This is an optimization exercise on Yosys and OpenROAD, whose aim is small area, not a production implementation.
Only simulation tests tie the RTL to the original design; equivalence was not proved.
Power is estimated from default activity; no workload was simulated.

<file path="flow/design.v">
module baud_rate_generator (
    input  clk, rst,
    output tick
    );
    reg [1:0] a;    
    reg [2:0] b;    
    reg [4:0] c;    
    always @(posedge clk or posedge rst) begin
        if (rst) begin
            a <= 2'b0;
            b <= 3'b0;
            c <= 5'b0;
        end else begin
            a <= {a[0],   ~(a[1] ^ a[0])};
            b <= {b[1:0], ~(b[2] ^ b[1])};
            c <= {c[3:0], ~(c[4] ^ c[2])};
        end
    end
    assign tick = a[1] & b[2] & ~b[1] & ~b[0] &
                  c[4] & ~c[3] & ~c[2] & ~c[1] & ~c[0];
endmodule
module uart_transmitter (
    input        clk, rst,
    input        tx_start,
    input        sample_tick,
    input  [7:0] data_in,
    output       tx_done,
    output       tx_data
    );
    reg [3:0] p;
    reg [3:0] tc;
    reg       tx_reg;
    wire busy    = p[3] | p[2];
    wire bit_end = sample_tick & (&tc);
    assign tx_done = bit_end & (&p);
    always @(posedge clk or posedge rst)
        if (rst) p <= 4'd0;
        else if (!busy) p <= {1'b0, tx_start, tx_start, 1'b0};
        else if (bit_end) p <= p + 4'd1;
    always @(posedge clk)
        if (!busy) tc <= 4'd0;
        else if (sample_tick) tc <= tc + 4'd1;
    reg dbit;
    always @(*)
        case (p[2:0])
            3'd7: dbit = data_in[0];
            3'd0: dbit = data_in[1];
            3'd1: dbit = data_in[2];
            3'd2: dbit = data_in[3];
            3'd3: dbit = data_in[4];
            3'd4: dbit = data_in[5];
            3'd5: dbit = data_in[6];
            default: dbit = data_in[7];
        endcase
    wire tx_next = !busy ? 1'b1 :
                   (p == 4'd6) ? 1'b0 :
                   (p == 4'd15) ? 1'b1 : dbit;
    always @(posedge clk or posedge rst)
        if (rst) tx_reg <= 1'b1;
        else tx_reg <= tx_next;
    assign tx_data = tx_reg;
endmodule
module uart_receiver (
    input        clk, rst,
    input        rx_data,
    input        sample_tick,
    output [7:0] data_out,
    output       data_ready
    );
    reg [3:0] p;
    reg [3:0] tc;
    reg [7:0] sr;
    wire busy    = p[3] | p[2];
    wire bit_end = sample_tick & (&tc);
    assign data_ready = bit_end & (&p);
    always @(posedge clk or posedge rst)
        if (rst) p <= 4'd0;
        else if (!busy) p <= {1'b0, ~rx_data, ~rx_data, 1'b0};
        else if (bit_end) p <= p + 4'd1;
    always @(posedge clk)
        if (!busy) tc <= {~rx_data, 3'b0};
        else if (sample_tick) tc <= tc + 4'd1;
    always @(posedge clk)
        if (busy & bit_end) sr <= {rx_data, sr[7:1]};
    assign data_out = sr;
endmodule
module fifo_tx (
    input        clk, rst,
    input        wr,
    input  [7:0] wdata,
    input        pop,
    output [7:0] head,
    output       empty, full
    );
    reg  [7:0]  mem [0:15];
    reg  [15:0] v;
    wire [15:0] ld;
    assign full  = &v;
    assign empty = ~|v;
    genvar i;
    generate
        for (i = 0; i < 16; i = i + 1) begin : g
            if (i == 0) begin : b0
                assign ld[0] = ~v[0] | pop;
            end else begin : bn
                assign ld[i] = ~v[i] | ld[i-1];
            end
            if (i == 15) begin : top
                always @(posedge clk) if (ld[15]) mem[15] <= wdata;
                always @(posedge clk or posedge rst)
                    if (rst) v[15] <= 1'b0;
                    else if (ld[15]) v[15] <= wr & ~full;
            end else begin : mid
                always @(posedge clk) if (ld[i]) mem[i] <= mem[i+1];
                always @(posedge clk or posedge rst)
                    if (rst) v[i] <= 1'b0;
                    else if (ld[i]) v[i] <= v[i+1];
            end
        end
    endgenerate
    assign head = mem[0];
endmodule
module fifo_rx (
    input        clk, rst,
    input        wr,
    input  [7:0] wdata,
    input        rd,
    output [7:0] head,
    output       empty, full
    );
    reg  [7:0] mem [0:15];
    reg  [4:0] c;
    wire [15:0] ld;
    assign empty = (c == 5'd0);
    assign full  = c[4];
    wire pop  = rd & ~empty;
    wire push = wr & ~full;
    always @(posedge clk or posedge rst)
        if (rst) c <= 5'd0;
        else if (push & ~pop) c <= c + 5'd1;
        else if (pop & ~push) c <= c - 5'd1;
    genvar i;
    generate
        for (i = 0; i < 16; i = i + 1) begin : g
            assign ld[i] = pop | (c <= i);
            if (i == 15) begin : top
                always @(posedge clk) if (ld[15]) mem[15] <= wdata;
            end else begin : mid
                always @(posedge clk) if (ld[i]) mem[i] <= mem[i+1];
            end
        end
    endgenerate
    assign head = mem[0];
endmodule
module uart_top (
    input        clk, rst,
    input        read_uart, write_uart,
    input        rx_data_in,
    input  [7:0] write_data,
    output       rx_full, rx_empty, tx_full,
    output       tx_data_out,
    output [7:0] read_data
    );
    wire       tick;
    wire       rx_done, tx_done;
    wire       tx_empty;
    wire [7:0] tx_head, rx_byte;
    baud_rate_generator baud_rate_gen_module (.clk(clk), .rst(rst), .tick(tick));
    uart_transmitter uart_tx_module (.clk(clk), .rst(rst), .tx_start(~tx_empty),
        .sample_tick(tick), .data_in(tx_head), .tx_done(tx_done), .tx_data(tx_data_out));
    uart_receiver uart_rx_module (.clk(clk), .rst(rst), .rx_data(rx_data_in),
        .sample_tick(tick), .data_out(rx_byte), .data_ready(rx_done));
    fifo_tx fifo_tx_module (.clk(clk), .rst(rst), .wr(write_uart), .wdata(write_data),
        .pop(tx_done), .head(tx_head), .empty(tx_empty), .full(tx_full));
    fifo_rx fifo_rx_module (.clk(clk), .rst(rst), .wr(rx_done), .wdata(rx_byte),
        .rd(read_uart), .head(read_data), .empty(rx_empty), .full(rx_full));
endmodule
</file>
<file path="flow/run.sh">
#!/bin/bash
# synth_recipe.tcl (not shown) runs the flow's synth.tcl, then flattens the netlist and writes it again
# the make line also repeats each setting of config.mk as NAME=value (left out here)
make -C /OpenROAD-flow-scripts/flow DESIGN_CONFIG=/design/flow/config.mk WORK_HOME=/design/flow/orfs CLKGATE_MAP_FILE= SYNTH_SCRIPT=/design/flow/synth_recipe.tcl finish
</file>
<file path="flow/config.mk">
export PLATFORM = sky130hd
export DESIGN_NAME = uart_top
export DESIGN_NICKNAME = uart_top
export VERILOG_FILES = /design/flow/design.v
export SDC_FILE = /design/flow/constraint.sdc
export NUM_CORES = 4
export LEC_CHECK = 0
export CAP_MARGIN = 20
export CORE_MARGIN = 2
export CORE_UTILIZATION = 40
export CTS_BUF_LIST = sky130_fd_sc_hd__clkbuf_4
export SLEW_MARGIN = 20
</file>
<file path="flow/constraint.sdc">
create_clock -name core_clock -period 10.0 [get_ports {clk}]
set_input_delay 2.0000 -clock core_clock [delete_from_list [all_inputs] [get_ports {clk}]]
set_output_delay 2.0000 -clock core_clock [all_outputs]
set_load 0.01 [all_outputs]
</file>
==> results.sh, run 1 <==
export IMPL_status="timing/DRC/antenna clean"
export IMPL_synth_cell_type_count=49
export IMPL_max_vdd_ir_drop_mv=0.115
export IMPL_yosysTopAreaCellShare=0.755
export IMPL_cap_viol_max_count=0
export IMPL_cts_root_buffer="clkbuf_4"
export IMPL_final_common_cell="edfxtp_1"
export IMPL_grt_max_degree=41
export IMPL_power_density_nw_per_um2=259
export IMPL_numPortBuffers=24
export IMPL_skew_ps=31.3
export IMPL_overflow=0
export IMPL_die_w_um=166
export IMPL_synthTopCellsByArea="edfxtp_1 75%, dfrtp_1 9.3%, ha_1 1.8%"
export IMPL_hold_buffers=0
export IMPL_final_cell_mix="265 x edfxtp_1, 117 x clkbuf_4, 39 x dfrtp_1"
export IMPL_reg_top3="fifo_rx_module.mem x128, fifo_tx_module.mem x128, fifo_tx_module.v x16"
export IMPL_cp_max_fo=7
export IMPL_end_kind="output pin"
export IMPL_grtUsageTotal=0.104
export IMPL_synth_area_um2=10500
export IMPL_tns_ps=0
export IMPL_ant_nets=0
export IMPL_synth_ff_type="edfxtp_1"
export IMPL_fin_util=0.469
export IMPL_p_total_mw=3.16
export IMPL_nNetsFinal=653
export IMPL_p_leak_nw=4.39
export IMPL_route_detailed_drc=0
export IMPL_syn_avg_cell_area_um2=19.9
export IMPL_cts_resized_gates=0
export IMPL_period_needed_ps=4750
export IMPL_core_um2=26000
export IMPL_synth_nets=559
export IMPL_drive_above_1_share=0.209
export IMPL_ys_ff_latch=312
export IMPL_synth_edf_count=265
export IMPL_postCtsSetupRepairBufs=0
export IMPL_cts_tree="built"
export IMPL_finalMaxSlewViolations=0
export IMPL_grt_pass1_vias=4970
export IMPL_multi_input_area_um2=1330
export IMPL_finalCritPeriodShare=0.475
export IMPL_final_hold_violation_count=0
export IMPL_die_area_um2=27700
export IMPL_fin_ws_ps=5250
export IMPL_cts_buffers=79
export IMPL_place_ws_ps=5990
export IMPL_avgViaCountPerCell=4.59
export IMPL_insertion_delay_ps=650
export IMPL_num_vias=4661
export IMPL_dr_pass1_iters=4
export IMPL_die_h_um=166
export IMPL_hpwl_um=8850
export IMPL_holdWs_ps=394
export IMPL_wirelength_um=13900
export IMPL_synthArstFlopShare=0.128
export IMPL_gp_congestion=0.746
export IMPL_drtIter0Drc=287
export IMPL_worstPathArrival_ps=2750
export IMPL_rows=59
export IMPL_fill_cells=2235
export IMPL_crit_required_ps=8000
export IMPL_fmax_ghz=0.211
export IMPL_initial_core_util=0.406
export IMPL_tightest_slew_ps=843
export IMPL_clkTransAtPathRegs_ps=70
export IMPL_yosysTopAreaCell="edfxtp_1"
export IMPL_regArea_um2=9100
export IMPL_cp_start_kind="register"
export IMPL_synthCells=531
export IMPL_min_path_type="register to register"
export IMPL_yosys_warnings=7
export IMPL_io_pin_count=25
export IMPL_synthToLayoutAreaGrowth_pct=15.7
export IMPL_cts_sinks=312
export IMPL_path_class="register to output pin"
export IMPL_wire_per_inst_um=13.7
export IMPL_htreeDepth=3
export IMPL_clock_path_buffers=3
export IMPL_setup_violations_final=0
export IMPL_slew_headroom=0.430
export IMPL_grt_pass1_wl_um=23100
export IMPL_ys_seq_area_frac=0.863
export IMPL_rsz0062_at_grt="false"
export IMPL_antenna_found_initial=1
## metrics by stage
| step | cells | instance area [um2] |
|---|---|---|
| detailed placement | 879 | 11100 |
| global route | 1015 | 12200 |
| finish | 1015 | 12200 |
| global placement | 879 | 11100 |
| floorplan | 531 | 10500 |
| CTS | 1013 | 12200 |
## power breakdown
group | switching [mW] | internal, mW | total (mW) | leakage (nW)
clock | 0.462 | 0.612 | 1.07 | 0.606
combinational | 0.149 | 0.0790 | 0.228 | 0.787
sequential | 0.0896 | 1.77 | 1.86 | 3.00
## cells in the mapped netlist (3+ instances only)
master	count
nand2b_1	3
and3_1	4
ha_1	15
clkbuf_1	10
dfrtp_1	39
xor2_1	5
and4_1	3
edfxtp_1	265
nor3_1	3
o31ai_1	3
dfxtp_1	7
a21o_1	8
a21oi_1	6
or3_1	3
inv_1	14
xnor2_1	12
o21ai_0	12
a31o_1	3
a41o_1	4
nand4_1	11
mux2i_1	6
nand2_1	22
nor4_1	8
nor2_1	21
nand3_1	14
## cell families after synthesis
group	synth area share
simple gates	0.0523
fa+ha+maj	0.0178
buf+inv	0.0107
flops	0.863
xor+xnor	0.0141
mux	0.00712
compound gates	0.0347
## critical path, cell delays in order (launching register included)
cell and delay, ps:
dfrtp_1 470, and4_1 390, nand4_1 240, nor3_2 390, clkdlybuf4s50_1 610
## final timing paths
check / cells after the start / slack, ps / to / start
worst max register to register: 7 / 6990 / fifo_rx_module.c[3] / baud_rate_gen_module.b[1]
worst min register to register: 0 / 390 / baud_rate_gen_module.c[1] / baud_rate_gen_module.c[0]
worst min-delay path: 0 / 390 / baud_rate_gen_module.c[1] / baud_rate_gen_module.c[0]
max in group asynchronous: 3 / 7820 / uart_rx_module.p[2] / rst
min in group asynchronous: 3 / 1790 / fifo_tx_module.v[15] / rst
worst max-delay path: 4 / 5250 / tx_full / fifo_tx_module.v[0]
## final cells by class
class	count	share of cell area
diodes	2	0.000410
well taps	335	0.0344
multi-input cells	193	0.109
clock buffers	117	0.0720
flip-flops and latches	312	0.746
clock inverters	17	0.0131
inverters	14	0.00431
repair buffers	25	0.0203
## metal layers
layer / track usage / routed length (um) / vias up / share of wire
met3: 0.0424 / 865 / 21 / 0.062
met5: 0 / 0 / - / 0
li1: - / - / 2289 / -
met2: 0.166 / 6880 / 104 / 0.50
met4: 0.0562 / 245 / 0 / 0.018
met1: 0.121 / 5890 / 2247 / 0.42
==> run 2: changes to the inputs <==
--- a/flow/config.mk
+++ b/flow/config.mk
@@ -10,3 +10,5 @@
 export CORE_UTILIZATION = 40
-export CTS_BUF_LIST = sky130_fd_sc_hd__clkbuf_4
+export CTS_BUF_LIST = sky130_fd_sc_hd__clkbuf_16
+export CTS_CLUSTER_DIAMETER = 80
+export CTS_CLUSTER_SIZE = 25
 export SLEW_MARGIN = 20
==> results.sh, run 2 <==
export IMPL_status="timing/DRC/antenna clean"
export IMPL_drtIter0Drc=314
export IMPL_r2r_cells=7
export IMPL_final_cell_mix="265 x edfxtp_1, 39 x dfrtp_1, 24 x clkdlybuf4s50_1"
export IMPL_wire_per_inst_um=14.4
export IMPL_clkTransAtPathRegs_ps=90
export IMPL_gp_congestion=0.746
export IMPL_yosys_warnings=7
export IMPL_netlist_top_cells_count="265 x edfxtp_1, 39 x dfrtp_1, 22 x nand2_1, 21 x nor2_1, 15 x ha_1"
export IMPL_io_pin_count=25
export IMPL_drive_above_1_share=0.0612
export IMPL_numPortBuffers=24
export IMPL_cp_slowest_cell="clkdlybuf4s50_1"
export IMPL_die_w_um=166
export IMPL_max_vdd_ir_drop_mv=0.124
export IMPL_tns_ps=0
export IMPL_synth_cell_type_count=49
export IMPL_finalMaxSlewViolations=0
export IMPL_synth_mux_area_fraction=0.00712
export IMPL_cts_resized_gates=0
export IMPL_cap_viol_max_count=0
export IMPL_route_detailed_drc=0
export IMPL_grtUsageTotal=0.0943
export IMPL_antenna_found_initial=0
export IMPL_slew_headroom=0.427
export IMPL_core_um2=26000
export IMPL_synthToLayoutAreaGrowth_pct=10.3
export IMPL_ys_seq_area_frac=0.863
export IMPL_min_path_type="register to register"
export IMPL_cp_start_kind="register"
export IMPL_grt_max_degree=41
export IMPL_cts_sinks=312
export IMPL_p_total_mw=2.76
export IMPL_end_kind="output pin"
export IMPL_htreeDepth=1
export IMPL_synth_area_um2=10500
export IMPL_cts_tree="built"
export IMPL_die_area_um2=27700
export IMPL_regArea_um2=9100
export IMPL_num_vias=4308
export IMPL_clock_path_buffers=3
export IMPL_rows=59
export IMPL_setup_violations_final=0
export IMPL_yosysMostFrequentCell="edfxtp_1"
export IMPL_fill_cells=2216
export IMPL_syn_avg_cell_area_um2=19.9
export IMPL_tightest_slew_ps=847
export IMPL_cp_max_fo=7
export IMPL_synthXorXnorAreaFrac=0.0141
export IMPL_postCtsSetupRepairBufs=0
export IMPL_multi_input_area_um2=1330
export IMPL_fin_area_um2=11600
export IMPL_power_density_nw_per_um2=237
export IMPL_diodes=0
export IMPL_grt_pass1_wl_um=21500
export IMPL_synthArstFlopShare=0.128
export IMPL_path_class="register to output pin"
export IMPL_finalCritPeriodShare=0.459
export IMPL_crit_chain="and4_1 -> nand4_1 -> nor3_2 -> clkdlybuf4s50_1"
export IMPL_slowest_delay_ps=610
export IMPL_cts_buffers=16
export IMPL_dr_pass1_iters=4
export IMPL_initial_core_util=0.406
export IMPL_rsz0062_at_grt="false"
export IMPL_yosys_area_share_simple=0.0523
export IMPL_worstPathArrival_ps=2590
export IMPL_die_h_um=166
export IMPL_synthTopCellsByArea="edfxtp_1 75%, dfrtp_1 9.3%, ha_1 1.8%"
export IMPL_overflow=0
export IMPL_ys_ff_latch=312
export IMPL_synth_nets=559
export IMPL_synth_compound_area_frac=0.0347
export IMPL_skew_ps=16.6
export IMPL_fmax_ghz=0.218
export IMPL_reg2reg_setup_slack_ps=6970
export IMPL_hold_buffers=0
export IMPL_fin_util=0.447
export IMPL_synth_edf_count=265
export IMPL_crit_required_ps=8000
export IMPL_hpwl_um=8850
export IMPL_p_leak_nw=4.05
export IMPL_placed_cell_area_um2=11100
export IMPL_grt_pass1_vias=4405
export IMPL_final_common_cell="edfxtp_1"
export IMPL_wirelength_um=13100
export IMPL_final_hold_violation_count=0
export IMPL_cts_root_buffer="clkbuf_16"
export IMPL_synthCells=531
export IMPL_avgViaCountPerCell=4.75
export IMPL_hold_path_depth=0
export IMPL_yosysTopAreaCell="edfxtp_1"
export IMPL_ant_nets=0
export IMPL_reg_top3="fifo_rx_module.mem x128, fifo_tx_module.mem x128, fifo_tx_module.v x16"
export IMPL_synth_fa_ha_area_frac=0.0178
export IMPL_synth_ff_type="edfxtp_1"
export IMPL_insertion_delay_ps=500
export IMPL_synth_top_family_by_area="simple AND/OR/NAND/NOR gates"
export IMPL_period_needed_ps=4590
export IMPL_yosysTopAreaCellShare=0.755
export IMPL_nNetsFinal=590
-- run 2: worst paths after layout --
check / from / to
setup / recovery: fifo_tx_module.v[0] / tx_full
hold / removal: baud_rate_gen_module.a[0] / baud_rate_gen_module.a[1]
setup reg to reg: baud_rate_gen_module.b[1] / fifo_rx_module.c[3]
hold reg to reg: baud_rate_gen_module.a[0] / baud_rate_gen_module.a[1]
max in group asynchronous: rst / uart_tx_module.tx_reg
min in group asynchronous: rst / fifo_tx_module.v[15]
-- run 2: per-layer routing --
metal	part of all wire	global-route usage	wire, um
met3	0.043	0.0188	564
met5	0	0	0
met2	0.49	0.159	6420
met1	0.44	0.123	5820
met4	0.022	0.0322	289
-- run 2: area by class of cell --
class,count,share of cell area
Clock buffer,17,0.0366
Clock inverter,11,0.00420
Inverter,14,0.00452
Multi-Input combinational cell,193,0.115
Sequential cell,312,0.783
Tap cell,335,0.0360
Timing Repair Buffer,25,0.0213
-- run 2: stage by stage --
stage	hold WS [ps]	std cells	setup slack (ps)
after global placement	379	879	6060
after detailed placement	387	879	5990
after global routing	419	907	5250
after CTS	408	907	5420
after floorplan	367	531	6680
final	405	907	5410
-- run 2: kinds of logic after synthesis --
| group | count (synthesis) |
|---|---|
| flops | 312 |
| buf+inv | 26 |
| xor+xnor | 17 |
| compound gates | 51 |
| simple gates | 103 |
| fa+ha+maj | 15 |
| mux | 7 |
-- run 2: critical path: cells and delay by family, from the launching register on --
family                 cells  cell delay, ps
AND/OR/NAND/NOR            3            1000
buffers and inverters      1             610
flip-flops                 1             480
-- run 2: power by group --
group          switching [mW]  internal [mW]  total (mW)
combinational           0.149         0.0791       0.228
sequential             0.0884           1.76        1.85
clock                   0.368          0.313       0.681
==> run 3: changes to the inputs <==
--- a/flow/config.mk
+++ b/flow/config.mk
@@ -10,5 +10,2 @@
 export CORE_UTILIZATION = 40
-export CTS_BUF_LIST = sky130_fd_sc_hd__clkbuf_16
-export CTS_CLUSTER_DIAMETER = 80
-export CTS_CLUSTER_SIZE = 25
 export SLEW_MARGIN = 20
==> results.sh, run 3 <==
export IMPL_fmax_ghz=0.217
export IMPL_cts_tree="built"
export IMPL_min_path_type="register to register"
export IMPL_wire_per_inst_um=14.4
export IMPL_synthToLayoutAreaGrowth_pct=15.1
export IMPL_rows=59
export IMPL_status="timing/DRC/antenna clean"
export IMPL_netlist_top_cells_count="265 x edfxtp_1, 39 x dfrtp_1, 22 x nand2_1, 21 x nor2_1, 15 x ha_1"
export IMPL_gr_max_usage_layer="met2"
export IMPL_cts_buffers=31
export IMPL_dr_pass1_iters=4
export IMPL_grt_pass1_vias=4595
export IMPL_max_vdd_ir_drop_mv=0.157
export IMPL_grt_max_degree=41
export IMPL_core_um2=26000
export IMPL_finalMaxSlewViolations=0
export IMPL_worstPathArrival_ps=2600
export IMPL_setup_violations_final=0
export IMPL_yosysMostFrequentCell="edfxtp_1"
export IMPL_power_density_nw_per_um2=262
export IMPL_ys_seq_area_frac=0.863
export IMPL_final_cell_mix="265 x edfxtp_1, 39 x dfrtp_1, 31 x clkbuf_16"
export IMPL_overflow=0
export IMPL_route_detailed_drc=0
export IMPL_crit_chain="and4_1 -> nand4_1 -> nor3_2 -> clkdlybuf4s50_1"
export IMPL_ant_nets=0
export IMPL_drtIter0Drc=318
export IMPL_slew_headroom=0.411
export IMPL_yosys_warnings=7
export IMPL_synth_ff_type="edfxtp_1"
export IMPL_fill_cells=2184
export IMPL_p_leak_nw=4.27
export IMPL_grt_util_met3=0.0229
export IMPL_diodes=0
export IMPL_postCtsSetupRepairBufs=0
export IMPL_synth_nets=559
export IMPL_synthCells=531
export IMPL_rsz0062_at_grt="false"
export IMPL_tightest_slew_ps=871
export IMPL_io_pin_count=25
export IMPL_drive_above_1_share=0.110
export IMPL_crit_required_ps=8000
export IMPL_avgViaCountPerCell=4.76
export IMPL_finalCritPeriodShare=0.460
export IMPL_hold_buffers=0
export IMPL_multi_input_area_um2=1330
export IMPL_synth_edf_count=265
export IMPL_cp_max_fo=7
export IMPL_ys_ff_latch=312
export IMPL_fin_util=0.467
export IMPL_antenna_found_initial=0
export IMPL_cts_root_buffer="clkbuf_16"
export IMPL_die_area_um2=27700
export IMPL_insertion_delay_ps=540
export IMPL_regArea_um2=9100
export IMPL_holdWs_ps=399
export IMPL_final_hold_violation_count=0
export IMPL_path_class="register to output pin"
export IMPL_htreeDepth=1
export IMPL_numPortBuffers=24
export IMPL_critPathBufInv=1
export IMPL_yosysTopAreaCell="edfxtp_1"
export IMPL_initial_core_util=0.406
export IMPL_yosysTopAreaCellShare=0.755
export IMPL_die_w_um=166
export IMPL_cp_start_kind="register"
export IMPL_cap_viol_max_count=0
export IMPL_grtUsageTotal=0.0977
export IMPL_hpwl_um=8850
export IMPL_num_vias=4456
export IMPL_period_needed_ps=4600
export IMPL_synthArstFlopShare=0.128
export IMPL_crit_family="simple AND/OR/NAND/NOR gates"
export IMPL_clkTransAtPathRegs_ps=60
export IMPL_final_common_cell="edfxtp_1"
export IMPL_cts_sinks=312
export IMPL_synth_area_um2=10500
export IMPL_clock_path_buffers=3
export IMPL_skew_ps=7.86
export IMPL_gp_congestion=0.746
export IMPL_reg_top3="fifo_rx_module.mem x128, fifo_tx_module.mem x128, fifo_tx_module.v x16"
export IMPL_grt_pass1_wl_um=22300
export IMPL_slowest_delay_ps=610
export IMPL_die_h_um=166
export IMPL_met2_usage=0.164
export IMPL_cts_resized_gates=0
export IMPL_syn_avg_cell_area_um2=19.9
export IMPL_tns_ps=0
export IMPL_wirelength_um=13500
export IMPL_end_kind="output pin"
export IMPL_cp_slowest_cell="clkdlybuf4s50_1"
export IMPL_synth_cell_type_count=49
export IMPL_nNetsFinal=605
export IMPL_met1_usage=0.125
export IMPL_synthTopCellsByArea="edfxtp_1 75%, dfrtp_1 9.3%, ha_1 1.8%"
==> run 3: cells by family (layout without fill, tap and decap cells) <==
logic type | after synthesis | in the layout | share of synthesized area
compound gates | 51 | 51 | 0.0347
mux | 7 | 7 | 0.00712
simple gates | 103 | 103 | 0.0523
buf+inv | 26 | 96 | 0.0107
xor+xnor | 17 | 17 | 0.0141
fa+ha+maj | 15 | 15 | 0.0178
flops | 312 | 312 | 0.863
==> run 3: layer usage <==
metal	routed length, um	vias up
met5	0	-
met4	392	0
met3	643	30
met2	6660	81
met1	5820	2208
li1	-	2137
==> run 3: report_power, final <==
| part | leakage [nW] | internal, mW | switching, mW |
|---|---|---|---|
| clock | 0.485 | 0.644 | 0.450 |
| combinational | 0.787 | 0.0790 | 0.149 |
| sequential | 3.00 | 1.77 | 0.0909 |
==> run 3: worst paths after layout <==
kind                                      startpoint                        end  slack (ps)  cells after the start
min in group asynchronous                        rst       fifo_tx_module.v[15]        1900                      3
setup reg to reg           baud_rate_gen_module.b[1]        fifo_rx_module.c[3]        6940                      7
max in group asynchronous                        rst      uart_tx_module.tx_reg        7710                      3
setup / recovery                 fifo_tx_module.v[0]                    tx_full        5400                      4
hold / removal             baud_rate_gen_module.a[0]  baud_rate_gen_module.a[1]         400                      0
hold reg to reg            baud_rate_gen_module.a[0]  baud_rate_gen_module.a[1]         400                      0
==> run 3: final cells by class <==
type,count,share of cell area
timing repair buffer,25,0.0204
sequential,312,0.750
inverter,14,0.00433
clock inverter,22,0.0160
multi-input combinational,193,0.110
clock buffer,35,0.0651
tap,335,0.0345
==> run 3: stage by stage <==
stage / cells / power [mW] / setup WS, ps / cell area (um2)
CTS: 936 / 3.22 / 5370 / 12100
global placement: 879 / 2.08 / 6060 / 11100
floorplan: 531 / 2.00 / 6680 / 10500
global route: 936 / 3.33 / 5210 / 12100
detailed placement: 879 / 2.11 / 5990 / 11100
finish: 936 / 3.18 / 5400 / 12100
==> run 4: changes to the inputs <==
--- a/flow/config.mk
+++ b/flow/config.mk
@@ -9,3 +9,7 @@
 export CORE_MARGIN = 2
-export CORE_UTILIZATION = 40
+export CORE_UTILIZATION = 70
+export CTS_BUF_LIST = sky130_fd_sc_hd__clkbuf_16
+export CTS_CLUSTER_DIAMETER = 100
+export CTS_CLUSTER_SIZE = 30
+export PLACE_DENSITY = 0.8
 export SLEW_MARGIN = 20
==> results.sh, run 4 <==
export IMPL_status="timing/DRC/antenna clean"
export IMPL_gp_congestion=0.758
export IMPL_fill_cells=751
export IMPL_nNetsFinal=589
export IMPL_cts_root_buffer="clkbuf_16"
export IMPL_synth_compound_area_frac=0.0347
export IMPL_tns_ps=0
export IMPL_synth_fa_ha_area_frac=0.0178
export IMPL_p_seq_frac=0.682
export IMPL_dr_pass1_iters=5
export IMPL_cp_max_fo=7
export IMPL_fin_util=0.778
export IMPL_route_detailed_drc=0
export IMPL_ys_seq_area_frac=0.863
export IMPL_clock_path_buffers=3
export IMPL_rsz0062_at_grt="false"
export IMPL_fmax_ghz=0.221
export IMPL_p_total_mw=2.73
export IMPL_synthArstFlopShare=0.128
export IMPL_cts_tree="built"
export IMPL_wirelength_um=13600
export IMPL_initial_core_util=0.720
export IMPL_swShare=0.222
export IMPL_yosys_area_share_simple=0.0523
export IMPL_num_vias=4430
export IMPL_worstPathArrival_ps=2520
export IMPL_wire_per_inst_um=18.0
export IMPL_path_class="register to output pin"
export IMPL_power_frac_clock=0.231
export IMPL_fin_area_um2=11400
export IMPL_yosys_warnings=7
export IMPL_min_path_type="register to register"
export IMPL_insertion_delay_ps=480
export IMPL_synthTopCellsByArea="edfxtp_1 75%, dfrtp_1 9.3%, ha_1 1.8%"
export IMPL_p_int_mw=2.12
export IMPL_synth_mux_area_fraction=0.00712
export IMPL_p_leak_nw=4.03
export IMPL_overflow=0
export IMPL_grt_max_degree=41
export IMPL_synthCells=531
export IMPL_grt_pass1_vias=4508
export IMPL_cap_viol_max_count=0
export IMPL_comb_power_share=0.087
export IMPL_synthToLayoutAreaGrowth_pct=8.12
export IMPL_finalMaxSlewViolations=0
export IMPL_p_switching_uw=606
export IMPL_diodes=0
export IMPL_htreeDepth=1
export IMPL_reg_top3="fifo_rx_module.mem x128, fifo_tx_module.mem x128, fifo_tx_module.v x16"
export IMPL_hold_buffers=0
export IMPL_yosysMostFrequentCell="edfxtp_1"
export IMPL_setup_violations_final=0
export IMPL_placed_cell_area_um2=11000
export IMPL_finalCritPeriodShare=0.452
export IMPL_max_vdd_ir_drop_mv=0.168
export IMPL_crit_required_ps=8000
export IMPL_rows=44
export IMPL_synth_cell_type_count=49
export IMPL_maxUsedRoutingLayer="met4"
export IMPL_netlist_top_cells_count="265 x edfxtp_1, 39 x dfrtp_1, 22 x nand2_1, 21 x nor2_1, 15 x ha_1"
export IMPL_dr_wl_met2_um=7130
export IMPL_ys_ff_latch=312
export IMPL_core_um2=14600
export IMPL_avgViaCountPerCell=5.88
export IMPL_cts_resized_gates=0
export IMPL_synth_nets=559
export IMPL_yosysTopAreaCell="edfxtp_1"
export IMPL_final_common_cell="edfxtp_1"
export IMPL_numPortBuffers=24
export IMPL_end_kind="output pin"
export IMPL_final_hold_violation_count=0
export IMPL_grtUsageTotal=0.176
export IMPL_wl_met1_um=5680
export IMPL_final_cell_mix="265 x edfxtp_1, 39 x dfrtp_1, 24 x clkdlybuf4s50_1"
export IMPL_grt_pass1_wl_um=22100
export IMPL_die_area_um2=16100
export IMPL_drive_above_1_share=0.0580
export IMPL_regArea_um2=9100
export IMPL_skew_ps=17.2
export IMPL_power_density_nw_per_um2=239
export IMPL_multi_input_area_um2=1330
export IMPL_tightest_slew_ps=820
export IMPL_hpwl_um=9400
export IMPL_synth_top_family_by_area="simple AND/OR/NAND/NOR gates"
export IMPL_synth_ff_type="edfxtp_1"
export IMPL_period_needed_ps=4520
export IMPL_synth_area_um2=10500
export IMPL_clkTransAtPathRegs_ps=100
export IMPL_io_pin_count=25
export IMPL_antenna_found_initial=0
export IMPL_yosysTopAreaCellShare=0.755
export IMPL_cts_sinks=312
export IMPL_die_h_um=127
export IMPL_die_w_um=127
export IMPL_synth_edf_count=265
export IMPL_ant_nets=0
export IMPL_cp_start_kind="register"
export IMPL_drtIter0Drc=264
export IMPL_postCtsSetupRepairBufs=0
export IMPL_cts_buffers=14
export IMPL_met3_length_um=554
export IMPL_slew_headroom=0.452
export IMPL_syn_avg_cell_area_um2=19.9
export IMPL_synthXorXnorAreaFrac=0.0141
## run 4: cell counts after synthesis
No cell type changed its count.
## run 4: worst paths after layout
| path | start | endpoint | slack, ps | cells past startpoint |
|---|---|---|---|---|
| worst max-delay path | fifo_tx_module.v[0] | tx_full | 5480 | 4 |
| worst min-delay path | baud_rate_gen_module.c[1] | baud_rate_gen_module.c[2] | 410 | 0 |
| worst max register to register | baud_rate_gen_module.c[2] | fifo_rx_module.c[3] | 7270 | 7 |
| worst min register to register | baud_rate_gen_module.c[1] | baud_rate_gen_module.c[2] | 410 | 0 |
| max in group asynchronous | rst | uart_tx_module.tx_reg | 7700 | 3 |
| min in group asynchronous | rst | uart_rx_module.p[0] | 1930 | 3 |
## run 4: logic make-up after synthesis
kind of cell	Yosys count
buf+inv	26
flops	312
xor+xnor	17
mux	7
fa+ha+maj	15
simple gates	103
compound gates	51
## run 4: critical path: stages (launching register included)
cell and delay (ps):
dfrtp_1 480, and4_1 360, nand4_1 220, nor3_2 380, clkdlybuf4s50_1 600
## run 4: power by group through the flow
stage          Clock [mW]  Combinational, mW  Sequential (mW)
2_1_floorplan           0              0.161             1.84
3_3_place_gp            0              0.217             1.87
3_5_place_dp            0              0.233             1.89
4_1_cts             0.650              0.238             1.87
5_1_grt             0.695              0.264             1.89
6_report            0.630              0.237             1.86
## run 4: routing by layer
metal  vias to the layer above  GRT usage
met5                         -          0
met4                         0     0.0414
met3                        16     0.0253
met2                        91      0.317
met1                      2237      0.232
li1                       2086          -
## run 4: through the flow
stage	worst slack [ps]	hold WS (ps)	instances
finish	5480	405	753
global route	5350	413	753
CTS	5480	408	753
detailed placement	6020	380	729
global placement	6090	381	729
floorplan	6680	367	531
## run 4: final cells by class
| class | count | share of cell area |
|---|---|---|
| Clock buffer | 15 | 0.0329 |
| Clock inverter | 9 | 0.00439 |
| Inverter | 14 | 0.00461 |
| Multi-Input combinational cell | 193 | 0.117 |
| Sequential cell | 312 | 0.798 |
| Tap cell | 184 | 0.0202 |
| Timing Repair Buffer | 26 | 0.0224 |
==> run 5: changes to the inputs <==
==> flow/flow/run.sh (new file) <==
#!/bin/bash
# Standard ORFS layout (standard synthesis unchanged), with two changes:
#  - clock tree: larger sink clusters driven by clkbuf_16, no dummy loads
#  - port buffers: the smallest buffer (buf_1) instead of the default
set -euo pipefail
export CTS_ARGS="-sink_clustering_enable -repair_clock_nets -dont_use_dummy_load -buf_list sky130_fd_sc_hd__clkbuf_16 -sink_clustering_size 30 -sink_clustering_max_diameter 100"
export BUFFER_PORTS_ARGS="-buffer_cell sky130_fd_sc_hd__buf_1"
bash standard.sh finish > layout.log 2>&1
==> flow/standard.sh (new file) <==
#!/bin/bash
# synth_recipe.tcl (not shown) runs the flow's synth.tcl, then flattens the netlist and writes it again
# the make line also repeats each setting of config.mk as NAME=value (left out here)
make -C /OpenROAD-flow-scripts/flow DESIGN_CONFIG=/design/flow/config.mk WORK_HOME=/design/flow/orfs CLKGATE_MAP_FILE= SYNTH_SCRIPT=/design/flow/synth_recipe.tcl "${@:-finish}"
--- a/flow/config.mk
+++ b/flow/config.mk
@@ -10,5 +10,2 @@
 export CORE_UTILIZATION = 70
-export CTS_BUF_LIST = sky130_fd_sc_hd__clkbuf_16
-export CTS_CLUSTER_DIAMETER = 100
-export CTS_CLUSTER_SIZE = 30
 export PLACE_DENSITY = 0.8
removed: flow/run.sh
==> results.sh, run 5 <==
export IMPL_p_int_mw=2.08
export IMPL_clkTransAtPathRegs_ps=100
export IMPL_cp_start_kind="register"
export IMPL_ys_seq_area_frac=0.863
export IMPL_power_density_nw_per_um2=238
export IMPL_fmax_ghz=0.240
export IMPL_cap_viol_max_count=0
export IMPL_r2r_cells=7
export IMPL_reg_top3="fifo_rx_module.mem x128, fifo_tx_module.mem x128, fifo_tx_module.v x16"
export IMPL_crit_cells=4
export IMPL_rr_startpoint="baud_rate_gen_module.c[2]"
export IMPL_fin_util=0.763
export IMPL_cts_tree="built"
export IMPL_yosysMostFrequentCell="edfxtp_1"
export IMPL_syn_avg_cell_area_um2=19.9
export IMPL_r2r_end="fifo_rx_module.c[3]"
export IMPL_insertion_delay_ps=490
export IMPL_hold_buffers=0
export IMPL_rows=44
export IMPL_hold_end="fifo_tx_module.mem[12][3]"
export IMPL_dr_pass1_iters=4
export IMPL_dp_cells=729
export IMPL_comb_power_share=0.080
export IMPL_yosysTopAreaCellShare=0.755
export IMPL_overflow=0
export IMPL_die_w_um=127
export IMPL_cp_slowest_cell="dfrtp_1"
export IMPL_synthToLayoutAreaGrowth_pct=5.98
export IMPL_holdWs_ps=386
export IMPL_synth_ff_type="edfxtp_1"
export IMPL_final_common_cell="edfxtp_1"
export IMPL_cp_max_fo=7
export IMPL_initial_core_util=0.720
export IMPL_die_h_um=127
export IMPL_setup_violations_final=0
export IMPL_synth_nets=559
export IMPL_htreeDepth=1
export IMPL_worstHoldStart="fifo_tx_module.mem[13][3]"
export IMPL_grt_pass1_wl_um=21100
export IMPL_ant_nets=0
export IMPL_reg2reg_setup_slack_ps=7360
export IMPL_synth_edf_count=265
export IMPL_tns_ps=0
export IMPL_num_vias=4374
export IMPL_tightest_slew_ps=779
export IMPL_gp_congestion=0.778
export IMPL_power_frac_clock=0.220
export IMPL_skew_ps=61.0
export IMPL_cts_resized_gates=0
export IMPL_hold_path_depth=0
export IMPL_critPathBufInv=1
export IMPL_cts_sinks=312
export IMPL_drive_above_1_share=0.0555
export IMPL_hpwl_um=9030
export IMPL_synthCells=531
export IMPL_slowest_delay_ps=480
export IMPL_synthArstFlopShare=0.128
export IMPL_period_needed_ps=4170
export IMPL_worstPathArrival_ps=2170
export IMPL_p_switching_uw=588
export IMPL_avgViaCountPerCell=5.89
export IMPL_yosysTopAreaCell="edfxtp_1"
export IMPL_synth_cell_type_count=49
export IMPL_grt_pass1_vias=4377
export IMPL_critical_path_startpoint="fifo_tx_module.v[0]"
export IMPL_slew_headroom=0.480
export IMPL_swShare=0.221
export IMPL_clock_path_buffers=3
export IMPL_synthTopCellsByArea="edfxtp_1 75%, dfrtp_1 9.3%, ha_1 1.8%"
export IMPL_grtUsageTotal=0.166
export IMPL_cts_buffers=14
export IMPL_p_seq_frac=0.700
export IMPL_end_kind="output pin"
export IMPL_rsz0062_at_grt="false"
export IMPL_diodes=0
export IMPL_final_cell_mix="265 x edfxtp_1, 39 x dfrtp_1, 24 x buf_1"
export IMPL_ys_ff_latch=312
export IMPL_drtIter0Drc=354
export IMPL_layout_cells_non_filler=743
export IMPL_finalMaxSlewViolations=0
export IMPL_p_leak_nw=3.90
export IMPL_yosys_warnings=7
export IMPL_antenna_found_initial=0
export IMPL_path_class="register to output pin"
export IMPL_crit_required_ps=8000
export IMPL_crit_family="simple AND/OR/NAND/NOR gates"
export IMPL_netlist_top_cells_count="265 x edfxtp_1, 39 x dfrtp_1, 22 x nand2_1, 21 x nor2_1, 15 x ha_1"
export IMPL_max_vdd_ir_drop_mv=0.198
export IMPL_wirelength_um=13200
export IMPL_min_path_type="register to register"
export IMPL_grt_max_degree=41
export IMPL_synth_area_um2=10500
export IMPL_route_detailed_drc=0
export IMPL_finalCritPeriodShare=0.417
export IMPL_io_pin_count=25
export IMPL_numPortBuffers=24
export IMPL_status="timing/DRC/antenna clean"
export IMPL_cts_root_buffer="clkbuf_16"
export IMPL_postCtsSetupRepairBufs=0
export IMPL_crit_chain="and4_1 -> nand4_1 -> nor3_2 -> buf_1"
export IMPL_final_hold_violation_count=0
export IMPL_die_area_um2=16100
export IMPL_nNetsFinal=589
export IMPL_core_um2=14600
export IMPL_wire_per_inst_um=17.8
==> run 5: cell counts after synthesis <==
No cell type changed its count.
==> run 5: worst reg2reg max path: stages, from the launching register on <==
cell and delay, ps:
dfrtp_1 430, nor3_1 580, nand4_1 290, nor3_1 360
ha_1 380, nand4_1 140, a21oi_1 200, xor2_1 180
==> run 5: cells by family after synthesis <==
kind of cell    synth area share
simple gates              0.0523
fa+ha+maj                 0.0178
flops                      0.863
mux                      0.00712
compound gates            0.0347
xor+xnor                  0.0141
buf+inv                   0.0107
==> run 5: metal layers <==
layer  routed length [um]  GRT usage  up-vias
met1                 5610      0.223     2175
met2                 6710      0.293      103
met5                    0          0        -
li1                     -          -     2079
met4                  199     0.0356        0
met3                  701     0.0308       17
==> run 5: power by group through the flow <==
stage / Clock [mW] / Sequential (mW) / Combinational [mW]
2_1_floorplan: 0 / 1.84 / 0.161
3_3_place_gp: 0 / 1.87 / 0.197
3_5_place_dp: 0 / 1.89 / 0.209
4_1_cts: 0.608 / 1.87 / 0.213
5_1_grt: 0.646 / 1.89 / 0.236
6_report: 0.586 / 1.86 / 0.213
==> run 5: worst max path at each step <==
| stage | end | slack [ps] |
|---|---|---|
| 3_3_place_gp | tx_full | 6510 |
| 3_5_place_dp | tx_full | 6370 |
| 2_1_floorplan | tx_full | 6680 |
| 6_report | tx_full | 5830 |
| 4_1_cts | tx_full | 5840 |
| 5_1_grt | tx_full | 5690 |
==> run 5: layout make-up <==
| cell class | instances | area, um2 |
|---|---|---|
| Tap cell | 184 | 230 |
| Multi-Input combinational cell | 193 | 1330 |
| Fill cell | 807 | 3470 |
| Sequential cell | 312 | 9100 |
| Inverter | 14 | 52.6 |
| Clock buffer | 14 | 350 |
| Timing Repair Buffer | 26 | 105 |
==> run 5: per-stage QoR <==
step	setup slack [ps]	area [um2]	total power [mW]
global route	5690	11200	2.77
detailed placement	6370	10800	2.10
floorplan	6680	10500	2.00
finish	5830	11200	2.66
CTS	5840	11200	2.69
global placement	6510	10800	2.06
==> run 6: changes to the inputs <==
--- a/flow/design.v
+++ b/flow/design.v
@@ -32,5 +32,5 @@
     reg       tx_reg;
-    wire busy    = p[3] | p[2];
-    wire bit_end = sample_tick & (&tc);
-    assign tx_done = bit_end & (&p);
+    wire busy = p[3] | p[2];
+    wire [7:0] cnt_next = {p, tc} + {7'd0, sample_tick};
+    assign tx_done = sample_tick & (&{p, tc});
     always @(posedge clk or posedge rst)
@@ -38,21 +38,20 @@
         else if (!busy) p <= {1'b0, tx_start, tx_start, 1'b0};
-        else if (bit_end) p <= p + 4'd1;
+        else p <= cnt_next[7:4];
     always @(posedge clk)
         if (!busy) tc <= 4'd0;
-        else if (sample_tick) tc <= tc + 4'd1;
-    reg dbit;
+        else tc <= cnt_next[3:0];
+    reg tx_next;
     always @(*)
-        case (p[2:0])
-            3'd7: dbit = data_in[0];
-            3'd0: dbit = data_in[1];
-            3'd1: dbit = data_in[2];
-            3'd2: dbit = data_in[3];
-            3'd3: dbit = data_in[4];
-            3'd4: dbit = data_in[5];
-            3'd5: dbit = data_in[6];
-            default: dbit = data_in[7];
+        case (p)
+            4'd6:  tx_next = 1'b0;
+            4'd7:  tx_next = data_in[0];
+            4'd8:  tx_next = data_in[1];
+            4'd9:  tx_next = data_in[2];
+            4'd10: tx_next = data_in[3];
+            4'd11: tx_next = data_in[4];
+            4'd12: tx_next = data_in[5];
+            4'd13: tx_next = data_in[6];
+            4'd14: tx_next = data_in[7];
+            default: tx_next = 1'b1;
         endcase
-    wire tx_next = !busy ? 1'b1 :
-                   (p == 4'd6) ? 1'b0 :
-                   (p == 4'd15) ? 1'b1 : dbit;
     always @(posedge clk or posedge rst)
@@ -74,2 +73,3 @@
     wire bit_end = sample_tick & (&tc);
+    wire [7:0] cnt_next = {p, tc} + {7'd0, sample_tick};
     assign data_ready = bit_end & (&p);
@@ -78,6 +78,6 @@
         else if (!busy) p <= {1'b0, ~rx_data, ~rx_data, 1'b0};
-        else if (bit_end) p <= p + 4'd1;
+        else p <= cnt_next[7:4];
     always @(posedge clk)
         if (!busy) tc <= {~rx_data, 3'b0};
-        else if (sample_tick) tc <= tc + 4'd1;
+        else tc <= cnt_next[3:0];
     always @(posedge clk)
@@ -96,5 +96,4 @@
     reg  [15:0] v;
-    wire [15:0] ld;
-    assign full  = &v;
-    assign empty = ~|v;
+    wire [15:0] hole;    
+    wire [15:0] ld;      
     genvar i;
@@ -103,6 +102,7 @@
             if (i == 0) begin : b0
-                assign ld[0] = ~v[0] | pop;
+                assign hole[0] = ~v[0];
             end else begin : bn
-                assign ld[i] = ~v[i] | ld[i-1];
+                assign hole[i] = ~v[i] | hole[i-1];
             end
+            assign ld[i] = hole[i] | pop;
             if (i == 15) begin : top
@@ -111,3 +111,3 @@
                     if (rst) v[15] <= 1'b0;
-                    else if (ld[15]) v[15] <= wr & ~full;
+                    else if (ld[15]) v[15] <= wr & hole[15];
             end else begin : mid
@@ -120,2 +120,4 @@
     endgenerate
+    assign full  = ~hole[15];
+    assign empty = ~|v;
     assign head = mem[0];
@@ -141,6 +143,12 @@
         else if (pop & ~push) c <= c - 5'd1;
+    wire [3:0] lt_hi, eq_hi, le_lo;
     genvar i;
     generate
+        for (i = 0; i < 4; i = i + 1) begin : d
+            assign lt_hi[i] = pop | (~c[4] & (c[3:2] < i));
+            assign eq_hi[i] = ~c[4] & (c[3:2] == i);
+            assign le_lo[i] = (c[1:0] <= i);
+        end
         for (i = 0; i < 16; i = i + 1) begin : g
-            assign ld[i] = pop | (c <= i);
+            assign ld[i] = lt_hi[i/4] | (eq_hi[i/4] & le_lo[i%4]);
             if (i == 15) begin : top
--- a/flow/flow/run.sh
+++ b/flow/flow/run.sh
@@ -5,3 +5,3 @@
 set -euo pipefail
-export CTS_ARGS="-sink_clustering_enable -repair_clock_nets -dont_use_dummy_load -buf_list sky130_fd_sc_hd__clkbuf_16 -sink_clustering_size 30 -sink_clustering_max_diameter 100"
+export CTS_ARGS="-sink_clustering_enable -repair_clock_nets -dont_use_dummy_load -buf_list sky130_fd_sc_hd__clkbuf_8 -sink_clustering_size 20 -sink_clustering_max_diameter 80"
 export BUFFER_PORTS_ARGS="-buffer_cell sky130_fd_sc_hd__buf_1"
==> results.sh, run 6 <==
export IMPL_htreeDepth=1
export IMPL_io_pin_count=25
export IMPL_dp_cells=711
export IMPL_tns_ps=0
export IMPL_core_um2=14500
export IMPL_yosys_warnings=7
export IMPL_cp_max_fo=9
export IMPL_synth_compound_area_frac=0.0371
export IMPL_synthArstFlopShare=0.128
export IMPL_cts_sinks=312
export IMPL_numPortBuffers=24
export IMPL_final_cell_mix="264 x edfxtp_1, 39 x dfrtp_1, 24 x buf_1"
export IMPL_cap_viol_max_count=0
export IMPL_hpwl_um=8470
export IMPL_synth_edf_count=264
export IMPL_skew_ps=49.1
export IMPL_hold_buffers=0
export IMPL_rr_startpoint="baud_rate_gen_module.c[1]"
export IMPL_die_w_um=126
export IMPL_drive_above_1_share=0.0659
export IMPL_synth_top_family_by_area="simple AND/OR/NAND/NOR gates"
export IMPL_grt_pass1_wl_um=20400
export IMPL_synth_nets=542
export IMPL_finalCritPeriodShare=0.431
export IMPL_power_density_nw_per_um2=232
export IMPL_initial_core_util=0.717
export IMPL_yosysMostFrequentCell="edfxtp_1"
export IMPL_grtUsageTotal=0.161
export IMPL_final_hold_violation_count=0
export IMPL_insertion_delay_ps=520
export IMPL_clkTransAtPathRegs_ps=110
export IMPL_synthCells=520
export IMPL_antenna_found_initial=0
export IMPL_netlist_top_cells_count="264 x edfxtp_1, 39 x dfrtp_1, 18 x nand2_1, 17 x nor2_1, 16 x nand3_1"
export IMPL_diodes=0
export IMPL_critical_path_startpoint="fifo_tx_module.v[0]"
export IMPL_ant_nets=0
export IMPL_yosysTopAreaCellShare=0.760
export IMPL_grt_pass1_vias=4360
export IMPL_reg_top3="fifo_rx_module.mem x128, fifo_tx_module.mem x128, fifo_tx_module.v x16"
export IMPL_die_area_um2=15900
export IMPL_synth_cell_type_count=49
export IMPL_die_h_um=126
export IMPL_p_seq_frac=0.727
export IMPL_drtIter0Drc=214
export IMPL_cts_root_buffer="clkbuf_8"
export IMPL_dr_pass1_iters=6
export IMPL_fin_area_um2=10900
export IMPL_p_int_mw=1.98
export IMPL_r2r_cells=10
export IMPL_postCtsSetupRepairBufs=0
export IMPL_cts_tree="built"
export IMPL_final_common_cell="edfxtp_1"
export IMPL_status="timing/DRC/antenna clean"
export IMPL_cts_buffers=19
export IMPL_comb_power_share=0.076
export IMPL_synthToLayoutAreaGrowth_pct=4.88
export IMPL_yosysTopAreaCell="edfxtp_1"
export IMPL_cp_start_kind="register"
export IMPL_nNetsFinal=570
export IMPL_path_class="register to output pin"
export IMPL_p_total_mw=2.54
export IMPL_synthXorXnorAreaFrac=0.0134
export IMPL_syn_avg_cell_area_um2=20.1
export IMPL_synthTopCellsByArea="edfxtp_1 76%, dfrtp_1 9.4%, dfxtp_1 1.5%"
export IMPL_rows=44
export IMPL_synth_area_um2=10400
export IMPL_swShare=0.220
export IMPL_end_kind="output pin"
export IMPL_max_vdd_ir_drop_mv=0.156
export IMPL_layout_cells_non_filler=730
export IMPL_route_detailed_drc=0
export IMPL_worstPathArrival_ps=2310
export IMPL_finalMaxSlewViolations=0
export IMPL_hold_path_depth=0
export IMPL_gp_congestion=0.760
export IMPL_rsz0062_at_grt="false"
export IMPL_min_path_type="register to register"
export IMPL_p_leak_nw=3.76
export IMPL_num_vias=4292
export IMPL_worstHoldStart="fifo_tx_module.mem[11][5]"
export IMPL_cts_resized_gates=0
export IMPL_p_switching_uw=560
export IMPL_grt_max_degree=41
export IMPL_setup_violations_final=0
export IMPL_wire_per_inst_um=17.4
export IMPL_ys_ff_latch=312
export IMPL_wirelength_um=12700
export IMPL_slew_headroom=0.337
export IMPL_avgViaCountPerCell=5.88
export IMPL_placed_cell_area_um2=10700
export IMPL_synth_fa_ha_area_frac=0.0115
export IMPL_clock_path_buffers=3
export IMPL_period_needed_ps=4310
export IMPL_crit_required_ps=8000
export IMPL_synth_mux_area_fraction=0.00528
export IMPL_fmax_ghz=0.232
export IMPL_synth_ff_type="edfxtp_1"
export IMPL_yosys_area_share_simple=0.0500
export IMPL_ys_seq_area_frac=0.872
export IMPL_power_frac_clock=0.197
export IMPL_tightest_slew_ps=995
export IMPL_overflow=0
[run 6: cell count changes in the layout (fill, tap and decap cells not counted), sizes merged, moves of 4 or more]
cell / previous run / this run
clkbuf: 14 / 19
ha: 15 / 8
inv: 14 / 9
nand2: 23 / 18
nor2: 21 / 17
nor2b: 0 / 5
xnor2: 12 / 8
[run 6: through the flow]
stage,worst slack (ps),utilization,hold WS [ps]
6_report,5690,0.752,393
5_1_grt,5570,0.752,395
4_1_cts,5700,0.752,390
3_5_place_dp,5840,0.735,384
3_3_place_gp,6060,0.735,378
2_1_floorplan,6310,-,355
[run 6: final cells by class]
cell class	instances	area, um2
fillers	770	3600
inverters	9	33.8
multi-input cells	181	1220
flip-flops and latches	312	9090
repair buffers	25	97.6
clock buffers	19	262
well taps	184	230
[run 6: final timing paths]
path                                              to  slack (ps)
max                                          tx_full        5690
min                        fifo_tx_module.mem[10][5]         390
max reg2reg                      fifo_rx_module.c[4]        6610
min reg2reg                fifo_tx_module.mem[10][5]         390
max in group asynchronous      uart_tx_module.tx_reg        8070
min in group asynchronous        fifo_rx_module.c[4]        1550
[run 6: power by group through the flow]
stage,Clock (mW),Combinational (mW),Sequential (mW)
floorplan,0,0.159,1.83
global placement,0,0.178,1.86
detailed placement,0,0.193,1.88
CTS,0.520,0.195,1.85
global route,0.559,0.219,1.87
finish,0.500,0.194,1.85
[run 6: layer usage]
metal / GRT usage / up-vias / share of wire
met1: 0.205 / 2172 / 0.42
met2: 0.292 / 74 / 0.52
met5: 0 / - / 0
met3: 0.0276 / 21 / 0.038
met4: 0.0433 / 0 / 0.017
li1: - / 2025 / -
[run 6: kinds of logic (layout without fill, tap and decap cells)]
group	after synthesis	in the layout
flops	312	312
simple gates	97	97
buf+inv	27	53
fa+ha+maj	9	9
mux	5	5
compound gates	54	54
xor+xnor	16	16
[run 6: worst max-delay path, stage by stage, from the launching register on]
cell and delay (ps):
dfrtp_1 500, nand4_1 250, nor4_2 590, and3_2 300
buf_1 150
==> run 7: changes to the inputs <==
--- a/flow/flow/run.sh
+++ b/flow/flow/run.sh
@@ -5,3 +5,3 @@
 set -euo pipefail
-export CTS_ARGS="-sink_clustering_enable -repair_clock_nets -dont_use_dummy_load -buf_list sky130_fd_sc_hd__clkbuf_8 -sink_clustering_size 20 -sink_clustering_max_diameter 80"
+export CTS_ARGS="-sink_clustering_enable -repair_clock_nets -dont_use_dummy_load -buf_list sky130_fd_sc_hd__clkbuf_8 -sink_clustering_size 22 -sink_clustering_max_diameter 60"
 export BUFFER_PORTS_ARGS="-buffer_cell sky130_fd_sc_hd__buf_1"
==> results.sh, run 7 <==
export IMPL_synth_nets=542
export IMPL_max_vdd_ir_drop_mv=0.161
export IMPL_die_w_um=126
export IMPL_insertion_delay_ps=520
export IMPL_cap_viol_max_count=0
export IMPL_fill_cells=776
export IMPL_dp_cells=711
export IMPL_final_common_cell="edfxtp_1"
export IMPL_rows=44
export IMPL_numPortBuffers=24
export IMPL_netlist_top_cells_count="264 x edfxtp_1, 39 x dfrtp_1, 18 x nand2_1, 17 x nor2_1, 16 x nand3_1"
export IMPL_finalMaxSlewViolations=0
export IMPL_layout_cells_non_filler=729
export IMPL_cts_resized_gates=0
export IMPL_place_ws_ps=5840
export IMPL_tightest_slew_ps=1010
export IMPL_yosysTopAreaCell="edfxtp_1"
export IMPL_power_density_nw_per_um2=231
export IMPL_wirelength_um=12500
export IMPL_yosys_warnings=7
export IMPL_reg_top3="fifo_rx_module.mem x128, fifo_tx_module.mem x128, fifo_tx_module.v x16"
export IMPL_slowest_delay_ps=570
export IMPL_ys_seq_area_frac=0.872
export IMPL_final_hold_violation_count=0
export IMPL_multi_input_area_um2=1220
export IMPL_cts_root_buffer="clkbuf_8"
export IMPL_grt_pass1_vias=4273
export IMPL_min_path_type="register to register"
export IMPL_num_vias=4304
export IMPL_yosysTopAreaCellShare=0.760
export IMPL_regArea_um2=9090
export IMPL_finalCritPeriodShare=0.427
export IMPL_status="timing/DRC/antenna clean"
export IMPL_yosysMostFrequentCell="edfxtp_1"
export IMPL_postCtsSetupRepairBufs=0
export IMPL_fmax_ghz=0.234
export IMPL_die_h_um=126
export IMPL_htreeDepth=1
export IMPL_drive_above_1_share=0.0642
export IMPL_cts_buffers=18
export IMPL_avgViaCountPerCell=5.90
export IMPL_io_pin_count=25
export IMPL_cp_max_fo=9
export IMPL_final_cell_mix="264 x edfxtp_1, 39 x dfrtp_1, 24 x buf_1"
export IMPL_antenna_found_initial=0
export IMPL_skew_ps=42.1
export IMPL_worstPathArrival_ps=2270
export IMPL_synthArstFlopShare=0.128
export IMPL_placed_cell_area_um2=10700
export IMPL_cts_tree="built"
export IMPL_grtUsageTotal=0.159
export IMPL_syn_avg_cell_area_um2=20.1
export IMPL_initial_core_util=0.717
export IMPL_core_um2=14500
export IMPL_gp_congestion=0.760
export IMPL_grt_pass1_wl_um=20100
export IMPL_route_detailed_drc=0
export IMPL_nNetsFinal=569
export IMPL_drtIter0Drc=241
export IMPL_hpwl_um=8470
export IMPL_synthCells=520
export IMPL_ys_ff_latch=312
export IMPL_rsz0062_at_grt="false"
export IMPL_synth_cell_type_count=49
export IMPL_synthTopCellsByArea="edfxtp_1 76%, dfrtp_1 9.4%, dfxtp_1 1.5%"
export IMPL_grt_max_degree=41
export IMPL_die_area_um2=15900
export IMPL_synth_area_um2=10400
export IMPL_ant_nets=0
export IMPL_period_needed_ps=4270
export IMPL_clock_path_buffers=3
export IMPL_synth_edf_count=264
export IMPL_clkTransAtPathRegs_ps=120
export IMPL_synthToLayoutAreaGrowth_pct=4.75
export IMPL_path_class="register to output pin"
export IMPL_crit_chain="nand4_1 -> nor4_2 -> and3_2 -> buf_1"
export IMPL_wire_per_inst_um=17.2
export IMPL_cts_sinks=312
export IMPL_overflow=0
export IMPL_diodes=0
export IMPL_crit_required_ps=8000
export IMPL_slew_headroom=0.324
export IMPL_cp_slowest_cell="nor4_2"
export IMPL_hold_buffers=0
export IMPL_tns_ps=0
export IMPL_synth_ff_type="edfxtp_1"
export IMPL_p_leak_nw=3.76
export IMPL_end_kind="output pin"
export IMPL_holdWs_ps=393
export IMPL_fin_area_um2=10900
export IMPL_cp_start_kind="register"
export IMPL_dr_pass1_iters=5
export IMPL_setup_violations_final=0
export IMPL_fin_ws_ps=5730
-- run 7: worst paths after layout --
kind | start | to | slack (ps) | cells past startpoint
max in group asynchronous | rst | uart_tx_module.tx_reg | 8080 | 3
hold reg to reg | fifo_tx_module.mem[12][1] | fifo_tx_module.mem[11][1] | 390 | 0
setup / recovery | fifo_tx_module.v[0] | tx_full | 5730 | 4
setup reg to reg | baud_rate_gen_module.c[1] | fifo_rx_module.c[4] | 6600 | 11
min in group asynchronous | rst | uart_tx_module.p[1] | 1560 | 3
hold / removal | fifo_tx_module.mem[12][1] | fifo_tx_module.mem[11][1] | 390 | 0
-- run 7: through the flow --
stage | total power [mW] | util
4_1_cts | 2.55 | 0.752
2_1_floorplan | 1.98 | -
3_5_place_dp | 2.08 | 0.735
3_3_place_gp | 2.03 | 0.735
6_report | 2.53 | 0.752
5_1_grt | 2.64 | 0.752
-- run 7: report_power, final --
part,internal [mW],switching [mW]
clock,0.164,0.321
sequential,1.75,0.0999
combinational,0.0601,0.134
-- run 7: cell families (layout without fill, tap and decap cells) --
logic type | after synthesis | count (layout) | synth area share
compound gates | 54 | 54 | 0.0371
xor+xnor | 16 | 16 | 0.0134
fa+ha+maj | 9 | 9 | 0.0115
buf+inv | 27 | 52 | 0.0109
flops | 312 | 312 | 0.872
mux | 5 | 5 | 0.00528
simple gates | 97 | 97 | 0.0500
-- run 7: layout make-up --
class,instances,area share
Clock buffer,18,0.0227
Inverter,9,0.00309
Timing Repair Buffer,25,0.00893
Sequential cell,312,0.832
Tap cell,184,0.0211
Multi-Input combinational cell,181,0.112
-- run 7: metal layers --
layer / up-vias / routed length (um) / track usage / share of wire
li1: 2025 / - / - / -
met1: 2171 / 5250 / 0.208 / 0.42
met2: 88 / 6510 / 0.284 / 0.52
met3: 20 / 570 / 0.0263 / 0.046
met4: 0 / 197 / 0.0381 / 0.016
met5: - / 0 / 0 / 0
-- run 7: critical path, delay by kind of cell, from the launching register on --
kind	cells	cell delay, ps
AND/OR/NAND/NOR	3	1120
flip-flops	1	500
buffers and inverters	1	150
==> run 8: changes to the inputs <==
--- a/flow/flow/run.sh
+++ b/flow/flow/run.sh
@@ -5,3 +5,3 @@
 set -euo pipefail
-export CTS_ARGS="-sink_clustering_enable -repair_clock_nets -dont_use_dummy_load -buf_list sky130_fd_sc_hd__clkbuf_8 -sink_clustering_size 22 -sink_clustering_max_diameter 60"
+export CTS_ARGS="-sink_clustering_enable -repair_clock_nets -dont_use_dummy_load -buf_list sky130_fd_sc_hd__clkbuf_16 -sink_clustering_size 30 -sink_clustering_max_diameter 100"
 export BUFFER_PORTS_ARGS="-buffer_cell sky130_fd_sc_hd__buf_1"
==> results.sh, run 8 <==
export IMPL_rsz0062_at_grt="false"
export IMPL_drtIter0Drc=245
export IMPL_synthToLayoutAreaGrowth_pct=5.74
export IMPL_ys_ff_latch=312
export IMPL_netlist_top_cells_count="264 x edfxtp_1, 39 x dfrtp_1, 18 x nand2_1, 17 x nor2_1, 16 x nand3_1"
export IMPL_cap_viol_max_count=0
export IMPL_p_leak_nw=3.80
export IMPL_synth_area_um2=10400
export IMPL_layout_cells_non_filler=725
export IMPL_end_kind="output pin"
export IMPL_worstPathArrival_ps=2250
export IMPL_num_vias=4287
export IMPL_numPortBuffers=24
export IMPL_die_area_um2=15900
export IMPL_grt_max_degree=41
export IMPL_fmax_ghz=0.235
export IMPL_crit_required_ps=8000
export IMPL_synth_nets=542
export IMPL_htreeDepth=1
export IMPL_cts_resized_gates=0
export IMPL_grtUsageTotal=0.164
export IMPL_synthArstFlopShare=0.128
export IMPL_initial_core_util=0.717
export IMPL_yosysMostFrequentCell="edfxtp_1"
export IMPL_overflow=0
export IMPL_wirelength_um=12900
export IMPL_cp_start_kind="register"
export IMPL_synthTopCellsByArea="edfxtp_1 76%, dfrtp_1 9.4%, dfxtp_1 1.5%"
export IMPL_die_w_um=126
export IMPL_yosysTopAreaCellShare=0.760
export IMPL_die_h_um=126
export IMPL_postCtsSetupRepairBufs=0
export IMPL_final_common_cell="edfxtp_1"
export IMPL_gp_congestion=0.760
export IMPL_cts_sinks=312
export IMPL_io_pin_count=25
export IMPL_route_detailed_drc=0
export IMPL_finalCritPeriodShare=0.425
export IMPL_core_um2=14500
export IMPL_slew_headroom=0.333
export IMPL_ys_seq_area_frac=0.872
export IMPL_yosys_warnings=7
export IMPL_cts_buffers=14
export IMPL_synth_edf_count=264
export IMPL_grt_pass1_vias=4328
export IMPL_skew_ps=44.0
export IMPL_fin_area_um2=11000
export IMPL_period_needed_ps=4250
export IMPL_avgViaCountPerCell=5.91
export IMPL_dp_cells=711
export IMPL_cts_tree="built"
export IMPL_clock_path_buffers=3
export IMPL_drive_above_1_share=0.0573
export IMPL_diodes=0
export IMPL_synth_cell_type_count=49
export IMPL_yosysTopAreaCell="edfxtp_1"
export IMPL_max_vdd_ir_drop_mv=0.203
export IMPL_insertion_delay_ps=480
export IMPL_min_path_type="register to register"
export IMPL_cp_max_fo=9
export IMPL_final_hold_violation_count=0
export IMPL_fill_cells=773
export IMPL_cts_root_buffer="clkbuf_16"
export IMPL_path_class="register to output pin"
export IMPL_hpwl_um=8470
export IMPL_tns_ps=0
export IMPL_dr_pass1_iters=4
export IMPL_holdWs_ps=365
export IMPL_synth_ff_type="edfxtp_1"
export IMPL_clkTransAtPathRegs_ps=110
export IMPL_reg_top3="fifo_rx_module.mem x128, fifo_tx_module.mem x128, fifo_tx_module.v x16"
export IMPL_synthCells=520
export IMPL_hold_buffers=0
export IMPL_rows=44
export IMPL_nNetsFinal=565
export IMPL_status="timing/DRC/antenna clean"
export IMPL_setup_violations_final=0
export IMPL_power_density_nw_per_um2=239
export IMPL_finalMaxSlewViolations=0
export IMPL_placed_cell_area_um2=10700
export IMPL_final_cell_mix="264 x edfxtp_1, 39 x dfrtp_1, 24 x buf_1"
export IMPL_grt_pass1_wl_um=20700
export IMPL_syn_avg_cell_area_um2=20.1
export IMPL_ant_nets=0
export IMPL_tightest_slew_ps=1000
export IMPL_antenna_found_initial=0
export IMPL_wire_per_inst_um=17.8
run 8: cell counts after synthesis:
Identical to the previous run, type by type.
run 8: metrics by stage:
stage	total power, mW	setup slack (ps)	util
floorplan	1.98	6310	-
global placement	2.03	6060	0.735
detailed placement	2.08	5840	0.735
CTS	2.66	5760	0.759
global route	2.74	5610	0.759
finish	2.64	5750	0.759
run 8: kinds of logic (layout without fill, tap and decap cells):
family / count (synthesis) / in the layout / synth area share
adder cells (fa/ha/maj): 9 / 9 / 0.0115
XOR/XNOR: 16 / 16 / 0.0134
AO/OA/AOI/OAI: 54 / 54 / 0.0371
buffers and inverters: 27 / 48 / 0.0109
AND/OR/NAND/NOR: 97 / 97 / 0.0500
flip-flops: 312 / 312 / 0.872
multiplexers: 5 / 5 / 0.00528
run 8: final timing paths:
check                                          start                        end  slack (ps)  cells after the start
max                              fifo_tx_module.v[0]                    tx_full        5750                      4
min                        fifo_tx_module.mem[12][1]  fifo_tx_module.mem[11][1]         360                      0
max reg2reg                baud_rate_gen_module.c[1]        fifo_rx_module.c[4]        6580                     10
min reg2reg                fifo_tx_module.mem[12][1]  fifo_tx_module.mem[11][1]         360                      0
max in group asynchronous                        rst        uart_rx_module.p[0]        8040                      3
min in group asynchronous                        rst        uart_tx_module.p[0]        1590                      3
run 8: layer usage:
layer	global-route usage	part of all wire	routed length [um]
met1	0.211	0.42	5450
met4	0.0394	0.018	227
met3	0.0255	0.040	520
met5	0	0	0
met2	0.299	0.52	6740
run 8: critical path, stage by stage, from the launching register on:
cell and delay, ps:
dfrtp_1 500, nand4_1 240, nor4_2 570, and3_2 300, buf_1 150
run 8: layout make-up:
type / count / area [um2] / share of cell area
well taps: 184 / 230 / 0.0209
clock buffers: 14 / 350 / 0.0318
repair buffers: 25 / 97.6 / 0.00885
inverters: 9 / 33.8 / 0.00306
flip-flops and latches: 312 / 9090 / 0.824
multi-input cells: 181 / 1220 / 0.111
run 8: power by group:
| part | internal [mW] | switching [mW] |
|---|---|---|
| clock network | 0.253 | 0.336 |
| registers | 1.75 | 0.102 |
| logic | 0.0601 | 0.134 |

-- port drivers added, routing unchanged --
Ports are ideal in the flow. The routed layouts listed here were re-timed in OpenROAD.
Step 1 assumes that a clkbuf_16 drives the clock port and a buf_2 every other input.
Step 2 also shifts input and output timing later by t, the mid clock arrival at the registers, as if the neighbouring blocks saw the same clock.
a / b / c = no drivers / after step 1 / after step 2; a / b = the first two.
| run | t (ns) | setup slack, ns | worst setup path at the end |
|---|---|---|---|
| run 1 | 0.680 | 5.252 / 5.210 / 5.890 | register to output |
| run 2 | 0.533 | 5.412 / 5.367 / 5.900 | register to output |
| run 3 | 0.577 | 5.399 / 5.355 / 5.932 | register to output |
| run 4 | 0.513 | 5.477 / 5.436 / 5.949 | register to output |
| run 5 | 0.502 | 5.828 / 5.785 / 6.287 | register to output |
| run 6 | 0.536 | 5.692 / 5.656 / 5.774 | input to register |
| run 7 | 0.530 | 5.725 / 5.690 / 5.774 | input to register |
| run 8 | 0.502 | 5.748 / 5.708 / 5.778 | input to register |
After both steps every run listed still meets setup and hold.
